This design comes from an exercise in tuning for small area on the open sky130 flow, not from production work.

==> ember: inputs <==
// Fine_Time_Synch
module Fine_Time_Synch(
   input clk, rst,
	input 				cyc_i, 
	input					stb_i,
	output 				ack_o,
	output reg [31:0]	dat_out,
	output reg			cyc_o, stb_o, 
	output				we_o,
	input					ack_i,
	input [31:0] 		dat_in,
	input 				dat_in_val,
	output reg			time_syn_run,	
	output 				out_halt
	);
reg	time_syn_done;	
wire 	fine_Time_ena = dat_in_val & time_syn_run;
reg 	cyc_i_pp;
always @(posedge clk)begin 
	if(rst) cyc_i_pp <= 1'b0;
	else    cyc_i_pp <= cyc_i;
end
wire cyc_rise = cyc_i & (~cyc_i_pp);
always @(posedge clk)begin 
	if(rst) 									time_syn_run <= 1'b0;
	else if (cyc_rise) 					time_syn_run <= 1'b1;
	else if (time_syn_done) 			time_syn_run <= 1'b0;
end
reg [6:0] CR_peak_dec_cnt;  
always @(posedge clk)begin 
	if(rst) 										CR_peak_dec_cnt <= 7'd0;
	else if (cyc_rise) 						CR_peak_dec_cnt <= 7'd0;
	else if (fine_Time_ena) 				CR_peak_dec_cnt <= CR_peak_dec_cnt + 1'b1;
end
wire cnt_63  = (CR_peak_dec_cnt == 7'd63);
wire cnt_127 = (CR_peak_dec_cnt == 7'd127);
reg CR_seen;
always @(posedge clk)begin 
	if(rst) 										CR_seen <= 1'b0;
	else if (cnt_63 | (cyc_rise & (fine_Time_ena | (|CR_peak_dec_cnt)))) CR_seen <= 1'b1;
end
wire [1:0]	CR_in  = {dat_in[31], dat_in[15]};
wire [6:0] 	CR_out_Re, CR_out_Im, CR_mag_c;
Signed_Correlator Signed_Correlator_ins(
	.clk(clk),
	.ena(fine_Time_ena),
	.mask(~CR_seen),
	.CR_in(CR_in),
	.CR_out_Re(CR_out_Re), 
	.CR_out_Im(CR_out_Im),
	.CR_mag(CR_mag_c)
   );
wire [6:0] CR_out_mag;
wire       CR_out_mag_val;
Appr_Mag #(.WIDTH(7)) CR_out_mag_ins(
	.clk(clk),  .rst(rst), .ena(fine_Time_ena),
	.mag_in(CR_mag_c),
	.mag(CR_out_mag),		
	.val(CR_out_mag_val)	 
    );
reg CR_peak_dec_ena;
always @(posedge clk)begin 
	if(rst) 							CR_peak_dec_ena <= 1'b0;
	else if (cnt_63) 				CR_peak_dec_ena <= 1'b1;
	else if (cnt_127)				CR_peak_dec_ena <= 1'b0;
end
reg [6:0] CR_max;
  ...
make LEC_CHECK=0 CAP_MARGIN=20 CORE_MARGIN=2 CORE_UTILIZATION=40 SLEW_MARGIN=20 SYNTH_HIERARCHICAL=1 SYNTH_MINIMUM_KEEP_SIZE=0 finish   # period 10.0 ns
run.sh (not shown) runs the stock make flow with config.mk's settings and CLKGATE_MAP_FILE= SYNTH_SCRIPT=/design/flow/synth_recipe.tcl, a recipe that flattens the netlist after the stock synthesis.
==> cedar (differences from ember) <==
--- a/flow/design.v
+++ b/flow/design.v
@@ -23,36 +23,57 @@
 always @(posedge clk) begin
 	if (ena) 	dat_out <= dat_in;
 end
 endmodule
 `timescale 1ns / 1ps
-module Appr_Mag #(parameter WIDTH = 7)(
+module Appr_Mag #(parameter WIDTH = 6)(
 	input 						clk, rst, ena,
-	input 	[WIDTH-1:0] 	mag_in,
-	output reg [WIDTH-1:0]	mag,
+	input 	[WIDTH-1:0] 	a_in, b_in,
+	input							half_in,
+	output	[WIDTH:0]		mag,
 	output reg					val
     );
+reg [WIDTH-1:0] a_abs, b_abs;
+reg             half;
 always @(posedge clk) begin
 	if (rst) val <= 1'b0;
 	else     val <= ena;
-	if (ena) mag <= mag_in;
+	if (ena) begin
+		a_abs <= a_in;
+		b_abs <= b_in;
+		half  <= half_in;
+	end
 end
+wire [WIDTH:0] s;
+wire [WIDTH:0] sc;
+assign sc[0] = 1'b0;
+wire [WIDTH-1:0] m = (a_abs < b_abs) ? b_abs : a_abs;
+wire [WIDTH:0] mc;
+assign mc[0] = half;
+genvar i;
+generate
+	for (i = 0; i < WIDTH; i = i + 1) begin: add
+		Corr_FA fs (.a(a_abs[i]), .b(b_abs[i]), .c(sc[i]), .s(s[i]), .co(sc[i+1]));
+		Corr_FA fm (.a(m[i]), .b(s[i+1]), .c(mc[i]), .s(mag[i]), .co(mc[i+1]));
+	end
+endgenerate
+assign s[WIDTH] = sc[WIDTH];
+assign mag[WIDTH] = mc[WIDTH];
 endmodule
 module Signed_Correlator(
 	input 	clk,
 	input 	ena,
 	input 	mask,
 	input 	[1:0] CR_in,	 
-	output  [6:0] CR_out_Re, CR_out_Im,
-	output  [6:0] CR_mag	 
+	output  [5:0] CR_A, CR_B
    );
 localparam [127:0] SYNCH_KNOWN_COEFF = 128'h25e10b5fe7dea25873fac37d4a4960a8;
 wire [62:0] sr_re, sr_im;
 Delay_reg #(.WIDTH(63)) SR_Re(.clk(clk), .ena(ena), .dat_in({CR_in[0], sr_re[62:1]}), .dat_out(sr_re));
 Delay_reg #(.WIDTH(63)) SR_Im(.clk(clk), .ena(ena), .dat_in({CR_in[1], sr_im[62:1]}), .dat_out(sr_im));
 wire e1 = ~sr_re[0] & ~mask;
-wire e2 = ~sr_im[0] | mask;
+wire e2 = ~sr_im[0] & ~mask;
 wire [6:0] U, V;
 wire s1;
 wire c2;
 wire s3;
 wire c4;
@@ -302,38 +323,10 @@
 wire c248;
 wire s249;
 wire c250;
 wire s251;
 wire c252;
-wire s253;
-wire c254;
-wire s255;
-wire c256;
-wire s257;
-wire c258;
-wire s259;
-wire c260;
-wire s261;
-wire c262;
-wire s263;
-wire c264;
-wire s265;
-wire c266;
-wire s267;
-wire c268;
-wire s269;
-wire c270;
-wire s271;
-wire c272;
-wire s273;
-wire c274;
-wire s275;
-wire c276;
-wire s277;
-wire c278;
-wire s279;
-wire c280;
 Corr_FA fa1 (.a(sr_im[1]), .b(sr_im[2]), .c(sr_im[3]), .s(s1), .co(c2));
 Corr_FA fa3 (.a(sr_im[6]), .b(sr_im[9]), .c(sr_im[12]), .s(s3), .co(c4));
 Corr_FA fa5 (.a(sr_im[13]), .b(sr_re[17]), .c(sr_re[18]), .s(s5), .co(c6));
 Corr_FA fa7 (.a(sr_re[20]), .b(sr_re[23]), .c(sr_im[24]), .s(s7), .co(c8));
 Corr_FA fa9 (.a(sr_im[25]), .b(sr_re[26]), .c(sr_re[27]), .s(s9), .co(c10));
@@ -456,39 +449,28 @@
 Corr_FA fa243 (.a(s239), .b(c236), .c(c238), .s(s243), .co(c244));
 Corr_HA ha245 (.a(~s241), .b(s243), .s(s245), .co(c246));
 Corr_FA fa247 (.a(c240), .b(c244), .c(c246), .s(s247), .co(c248));
 Corr_HA ha249 (.a(~c242), .b(s247), .s(s249), .co(c250));
 Corr_HA ha251 (.a(c248), .b(c250), .s(s251), .co(c252));
-Corr_HA ha253 (.a(s63), .b(s189), .s(s253), .co(c254));
-Corr_FA fa255 (.a(s95), .b(s221), .c(c254), .s(s255), .co(c256));
-Corr_FA fa257 (.a(s111), .b(s237), .c(c256), .s(s257), .co(c258));
-Corr_FA fa259 (.a(s119), .b(s245), .c(c258), .s(s259), .co(c260));
-Corr_FA fa261 (.a(s123), .b(s249), .c(c260), .s(s261), .co(c262));
-Corr_FA fa263 (.a(s125), .b(s251), .c(c262), .s(s263), .co(c264));
-Corr_FA fa265 (.a(c126), .b(c252), .c(c264), .s(s265), .co(c266));
-Corr_FA fa267 (.a(~s189), .b(s63), .c(mask), .s(s267), .co(c268));
-Corr_FA fa269 (.a(~s221), .b(s95), .c(c268), .s(s269), .co(c270));
-Corr_FA fa271 (.a(~s237), .b(s111), .c(c270), .s(s271), .co(c272));
-Corr_FA fa273 (.a(~s245), .b(s119), .c(c272), .s(s273), .co(c274));
-Corr_FA fa275 (.a(~s249), .b(s123), .c(c274), .s(s275), .co(c276));
-Corr_FA fa277 (.a(~s251), .b(s125), .c(c276), .s(s277), .co(c278));
-Corr_FA fa279 (.a(~c252), .b(c126), .c(c278), .s(s279), .co(c280));
 assign U = {c126, s125, s123, s119, s111, s95, s63};
 assign V = {c252, s251, s249, s245, s237, s221, s189};
-assign CR_out_Re = {~s265, s263, s261, s259, s257, s255, s253};
-assign CR_out_Im = {~s279, ~s277, ~s275, ~s273, ~s271, ~s269, ~s267};
-wire v_hi = V[6] | (V[5] & (|V[4:0]));                  
-wire v_lo = ~V[6] & (~V[5] | (mask & ~(|V[4:0])));      
-wire u_hi = U[6] | (U[5] & (mask | (|U[4:0])));         
-wire u_lo = ~U[6] & ~U[5];                              
-wire re_max = (v_hi & u_hi) | (v_lo & u_lo);
-wire [6:0] mx = re_max ? CR_out_Re : CR_out_Im;
-wire [6:0] mn = re_max ? CR_out_Im : CR_out_Re;
-wire [5:0] mx_r = mx[5:0] ^ {6{mx[6]}};
-wire [5:0] mn_r = mn[5:0] ^ {6{mn[6]}};
-wire [6:0] mn_abs = mn_r + mn[6];
-assign CR_mag = mx_r + mn_abs[6:1] + mx[6];
+wire sa = ~U[6] & ~U[5];
+wire sb = ~V[6] & ~V[5];
+wire [5:0] oa = {U[6], U[4:0] ^ {5{sa}}};
+wire [5:0] ob = {V[6], V[4:0] ^ {5{sb}}};
+wire [5:0] ca, cb;
+Corr_HA haA0 (.a(oa[0]), .b(sa & ~mask), .s(CR_A[0]), .co(ca[1]));
+Corr_HA haB0 (.a(ob[0]), .b(sb & ~mask), .s(CR_B[0]), .co(cb[1]));
+genvar i;
+generate
+	for (i = 1; i < 5; i = i + 1) begin: inc
+		Corr_HA haA (.a(oa[i]), .b(ca[i]), .s(CR_A[i]), .co(ca[i+1]));
+		Corr_HA haB (.a(ob[i]), .b(cb[i]), .s(CR_B[i]), .co(cb[i+1]));
+	end
+endgenerate
+assign CR_A[5] = oa[5] | ca[5];
+assign CR_B[5] = ob[5] | cb[5];
 endmodule
 module Corr_FA(input a, b, c, output s, co);
 assign s  = a ^ b ^ c;
 assign co = (a & b) | (c & (a ^ b));
 endmodule
@@ -536,25 +518,25 @@
 always @(posedge clk)begin 
 	if(rst) 										CR_seen <= 1'b0;
 	else if (cnt_63 | (cyc_rise & (fine_Time_ena | (|CR_peak_dec_cnt)))) CR_seen <= 1'b1;
 end
 wire [1:0]	CR_in  = {dat_in[31], dat_in[15]};
-wire [6:0] 	CR_out_Re, CR_out_Im, CR_mag_c;
+wire [5:0] 	CR_A, CR_B;
+wire			CR_mask = ~(CR_seen | cnt_63);
 Signed_Correlator Signed_Correlator_ins(
 	.clk(clk),
 	.ena(fine_Time_ena),
-	.mask(~CR_seen),
+	.mask(CR_mask),
 	.CR_in(CR_in),
-	.CR_out_Re(CR_out_Re), 
-	.CR_out_Im(CR_out_Im),
-	.CR_mag(CR_mag_c)
+	.CR_A(CR_A),
+	.CR_B(CR_B)
    );
 wire [6:0] CR_out_mag;
 wire       CR_out_mag_val;
-Appr_Mag #(.WIDTH(7)) CR_out_mag_ins(
+Appr_Mag #(.WIDTH(6)) CR_out_mag_ins(
 	.clk(clk),  .rst(rst), .ena(fine_Time_ena),
-	.mag_in(CR_mag_c),
+	.a_in(CR_A), .b_in(CR_B), .half_in(CR_mask),
 	.mag(CR_out_mag),		
 	.val(CR_out_mag_val)	 
     );
 reg CR_peak_dec_ena;
 always @(posedge clk)begin 
--- a/flow/config.mk
+++ b/flow/config.mk
@@ -6,8 +6,9 @@
 export NUM_CORES = 4
 export LEC_CHECK = 0
 export CAP_MARGIN = 20
 export CORE_MARGIN = 2
 export CORE_UTILIZATION = 40
+export CTS_BUF_LIST = sky130_fd_sc_hd__clkbuf_4 sky130_fd_sc_hd__clkbuf_8
 export SLEW_MARGIN = 20
 export SYNTH_HIERARCHICAL = 1
 export SYNTH_MINIMUM_KEEP_SIZE = 0
==> umber (differences from ember) <==
--- a/flow/design.v
+++ b/flow/design.v
@@ -23,36 +23,57 @@
 always @(posedge clk) begin
 	if (ena) 	dat_out <= dat_in;
 end
 endmodule
 `timescale 1ns / 1ps
-module Appr_Mag #(parameter WIDTH = 7)(
+module Appr_Mag #(parameter WIDTH = 6)(
 	input 						clk, rst, ena,
-	input 	[WIDTH-1:0] 	mag_in,
-	output reg [WIDTH-1:0]	mag,
+	input 	[WIDTH-1:0] 	a_in, b_in,
+	input							half_in,
+	output	[WIDTH:0]		mag,
 	output reg					val
     );
+reg [WIDTH-1:0] a_abs, b_abs;
+reg             half;
 always @(posedge clk) begin
 	if (rst) val <= 1'b0;
 	else     val <= ena;
-	if (ena) mag <= mag_in;
+	if (ena) begin
+		a_abs <= a_in;
+		b_abs <= b_in;
+		half  <= half_in;
+	end
 end
+wire [WIDTH:0] s;
+wire [WIDTH:0] sc;
+assign sc[0] = 1'b0;
+wire [WIDTH-1:0] m = (a_abs < b_abs) ? b_abs : a_abs;
+wire [WIDTH:0] mc;
+assign mc[0] = half;
+genvar i;
+generate
+	for (i = 0; i < WIDTH; i = i + 1) begin: add
+		Corr_FA fs (.a(a_abs[i]), .b(b_abs[i]), .c(sc[i]), .s(s[i]), .co(sc[i+1]));
+		Corr_FA fm (.a(m[i]), .b(s[i+1]), .c(mc[i]), .s(mag[i]), .co(mc[i+1]));
+	end
+endgenerate
+assign s[WIDTH] = sc[WIDTH];
+assign mag[WIDTH] = mc[WIDTH];
 endmodule
 module Signed_Correlator(
 	input 	clk,
 	input 	ena,
 	input 	mask,
 	input 	[1:0] CR_in,	 
-	output  [6:0] CR_out_Re, CR_out_Im,
-	output  [6:0] CR_mag	 
+	output  [5:0] CR_A, CR_B
    );
 localparam [127:0] SYNCH_KNOWN_COEFF = 128'h25e10b5fe7dea25873fac37d4a4960a8;
 wire [62:0] sr_re, sr_im;
 Delay_reg #(.WIDTH(63)) SR_Re(.clk(clk), .ena(ena), .dat_in({CR_in[0], sr_re[62:1]}), .dat_out(sr_re));
 Delay_reg #(.WIDTH(63)) SR_Im(.clk(clk), .ena(ena), .dat_in({CR_in[1], sr_im[62:1]}), .dat_out(sr_im));
 wire e1 = ~sr_re[0] & ~mask;
-wire e2 = ~sr_im[0] | mask;
+wire e2 = ~sr_im[0] & ~mask;
 wire [6:0] U, V;
 wire s1;
 wire c2;
 wire s3;
 wire c4;
@@ -302,38 +323,10 @@
 wire c248;
 wire s249;
 wire c250;
 wire s251;
 wire c252;
-wire s253;
-wire c254;
-wire s255;
-wire c256;
-wire s257;
-wire c258;
-wire s259;
-wire c260;
-wire s261;
-wire c262;
-wire s263;
-wire c264;
-wire s265;
-wire c266;
-wire s267;
-wire c268;
-wire s269;
-wire c270;
-wire s271;
-wire c272;
-wire s273;
-wire c274;
-wire s275;
-wire c276;
-wire s277;
-wire c278;
-wire s279;
-wire c280;
 Corr_FA fa1 (.a(sr_im[1]), .b(sr_im[2]), .c(sr_im[3]), .s(s1), .co(c2));
 Corr_FA fa3 (.a(sr_im[6]), .b(sr_im[9]), .c(sr_im[12]), .s(s3), .co(c4));
 Corr_FA fa5 (.a(sr_im[13]), .b(sr_re[17]), .c(sr_re[18]), .s(s5), .co(c6));
 Corr_FA fa7 (.a(sr_re[20]), .b(sr_re[23]), .c(sr_im[24]), .s(s7), .co(c8));
 Corr_FA fa9 (.a(sr_im[25]), .b(sr_re[26]), .c(sr_re[27]), .s(s9), .co(c10));
@@ -456,39 +449,28 @@
 Corr_FA fa243 (.a(s239), .b(c236), .c(c238), .s(s243), .co(c244));
 Corr_HA ha245 (.a(~s241), .b(s243), .s(s245), .co(c246));
 Corr_FA fa247 (.a(c240), .b(c244), .c(c246), .s(s247), .co(c248));
 Corr_HA ha249 (.a(~c242), .b(s247), .s(s249), .co(c250));
 Corr_HA ha251 (.a(c248), .b(c250), .s(s251), .co(c252));
-Corr_HA ha253 (.a(s63), .b(s189), .s(s253), .co(c254));
-Corr_FA fa255 (.a(s95), .b(s221), .c(c254), .s(s255), .co(c256));
-Corr_FA fa257 (.a(s111), .b(s237), .c(c256), .s(s257), .co(c258));
-Corr_FA fa259 (.a(s119), .b(s245), .c(c258), .s(s259), .co(c260));
-Corr_FA fa261 (.a(s123), .b(s249), .c(c260), .s(s261), .co(c262));
-Corr_FA fa263 (.a(s125), .b(s251), .c(c262), .s(s263), .co(c264));
-Corr_FA fa265 (.a(c126), .b(c252), .c(c264), .s(s265), .co(c266));
-Corr_FA fa267 (.a(~s189), .b(s63), .c(mask), .s(s267), .co(c268));
-Corr_FA fa269 (.a(~s221), .b(s95), .c(c268), .s(s269), .co(c270));
-Corr_FA fa271 (.a(~s237), .b(s111), .c(c270), .s(s271), .co(c272));
-Corr_FA fa273 (.a(~s245), .b(s119), .c(c272), .s(s273), .co(c274));
-Corr_FA fa275 (.a(~s249), .b(s123), .c(c274), .s(s275), .co(c276));
-Corr_FA fa277 (.a(~s251), .b(s125), .c(c276), .s(s277), .co(c278));
-Corr_FA fa279 (.a(~c252), .b(c126), .c(c278), .s(s279), .co(c280));
 assign U = {c126, s125, s123, s119, s111, s95, s63};
 assign V = {c252, s251, s249, s245, s237, s221, s189};
-assign CR_out_Re = {~s265, s263, s261, s259, s257, s255, s253};
-assign CR_out_Im = {~s279, ~s277, ~s275, ~s273, ~s271, ~s269, ~s267};
-wire v_hi = V[6] | (V[5] & (|V[4:0]));                  
-wire v_lo = ~V[6] & (~V[5] | (mask & ~(|V[4:0])));      
-wire u_hi = U[6] | (U[5] & (mask | (|U[4:0])));         
-wire u_lo = ~U[6] & ~U[5];                              
-wire re_max = (v_hi & u_hi) | (v_lo & u_lo);
-wire [6:0] mx = re_max ? CR_out_Re : CR_out_Im;
-wire [6:0] mn = re_max ? CR_out_Im : CR_out_Re;
-wire [5:0] mx_r = mx[5:0] ^ {6{mx[6]}};
-wire [5:0] mn_r = mn[5:0] ^ {6{mn[6]}};
-wire [6:0] mn_abs = mn_r + mn[6];
-assign CR_mag = mx_r + mn_abs[6:1] + mx[6];
+wire sa = ~U[6] & ~U[5];
+wire sb = ~V[6] & ~V[5];
+wire [5:0] oa = {U[6], U[4:0] ^ {5{sa}}};
+wire [5:0] ob = {V[6], V[4:0] ^ {5{sb}}};
+wire [5:0] ca, cb;
+Corr_HA haA0 (.a(oa[0]), .b(sa & ~mask), .s(CR_A[0]), .co(ca[1]));
+Corr_HA haB0 (.a(ob[0]), .b(sb & ~mask), .s(CR_B[0]), .co(cb[1]));
+genvar i;
+generate
+	for (i = 1; i < 5; i = i + 1) begin: inc
+		Corr_HA haA (.a(oa[i]), .b(ca[i]), .s(CR_A[i]), .co(ca[i+1]));
+		Corr_HA haB (.a(ob[i]), .b(cb[i]), .s(CR_B[i]), .co(cb[i+1]));
+	end
+endgenerate
+assign CR_A[5] = oa[5] | ca[5];
+assign CR_B[5] = ob[5] | cb[5];
 endmodule
 module Corr_FA(input a, b, c, output s, co);
 assign s  = a ^ b ^ c;
 assign co = (a & b) | (c & (a ^ b));
 endmodule
@@ -536,25 +518,25 @@
 always @(posedge clk)begin 
 	if(rst) 										CR_seen <= 1'b0;
 	else if (cnt_63 | (cyc_rise & (fine_Time_ena | (|CR_peak_dec_cnt)))) CR_seen <= 1'b1;
 end
 wire [1:0]	CR_in  = {dat_in[31], dat_in[15]};
-wire [6:0] 	CR_out_Re, CR_out_Im, CR_mag_c;
+wire [5:0] 	CR_A, CR_B;
+wire			CR_mask = ~(CR_seen | cnt_63);
 Signed_Correlator Signed_Correlator_ins(
 	.clk(clk),
 	.ena(fine_Time_ena),
-	.mask(~CR_seen),
+	.mask(CR_mask),
 	.CR_in(CR_in),
-	.CR_out_Re(CR_out_Re), 
-	.CR_out_Im(CR_out_Im),
-	.CR_mag(CR_mag_c)
+	.CR_A(CR_A),
+	.CR_B(CR_B)
    );
 wire [6:0] CR_out_mag;
 wire       CR_out_mag_val;
-Appr_Mag #(.WIDTH(7)) CR_out_mag_ins(
+Appr_Mag #(.WIDTH(6)) CR_out_mag_ins(
 	.clk(clk),  .rst(rst), .ena(fine_Time_ena),
-	.mag_in(CR_mag_c),
+	.a_in(CR_A), .b_in(CR_B), .half_in(CR_mask),
 	.mag(CR_out_mag),		
 	.val(CR_out_mag_val)	 
     );
 reg CR_peak_dec_ena;
 always @(posedge clk)begin 
==> comparison <==
Utilization, lowest first: cedar, umber, ember. Via count, lowest first: umber, cedar, ember. Against umber, the worst hold slack of ember is lower by 0.0015 ns. Of cedar and ember, ember has the higher final cell count (gap 7.3%, measured against ember). Count of clock-buffer cells in the layout is the same in cedar and umber. Against umber, the flip-flop and latch count of ember is lower by 6. Against umber, the sequential share of layout area of ember is lower by 2.6 points. Against ember, the synthesized cell count of umber is smaller by 12%.
No functional check of the RTL was part of any run of this note.

-- static timing again, ports no longer ideal --
Ports are ideal in the flow. The routed layouts listed here were re-timed in OpenROAD. Step 1: set_driving_cell puts a clkbuf_16 on clk and a buf_2 on each other input, an assumption about the parent block. Step 2 times the ports against the registers' clock, not the clock port: input delays grow and output delays shrink by t, the midpoint of the rising clock arrivals with the driver on. Slacks: ideal ports / drivers / drivers and shift; pairs: ideal ports / drivers.
| run | t (ns) | setup WS [ns] | worst hold slack (ns) | worst setup path after step 2 | clock arrival spread, ns |
|---|---|---|---|---|---|
| ember | 0.476 | 0.403 / 0.403 / 0.070 | 0.467 / 0.467 / 0.467 | input to register | 0.019 / 0.019 |
| cedar | 0.498 | 1.627 / 1.627 / 1.627 | 0.473 / 0.473 / 0.473 | register to register | 0.017 / 0.017 |
| umber | 0.474 | 1.633 / 1.633 / 1.633 | 0.468 / 0.468 / 0.468 | register to register | 0.012 / 0.012 |
After both steps setup and hold are still met in every run listed. The setup slack of ember, which loses most, moves by 0.000 ns with the drivers and by -0.333 ns with both steps.
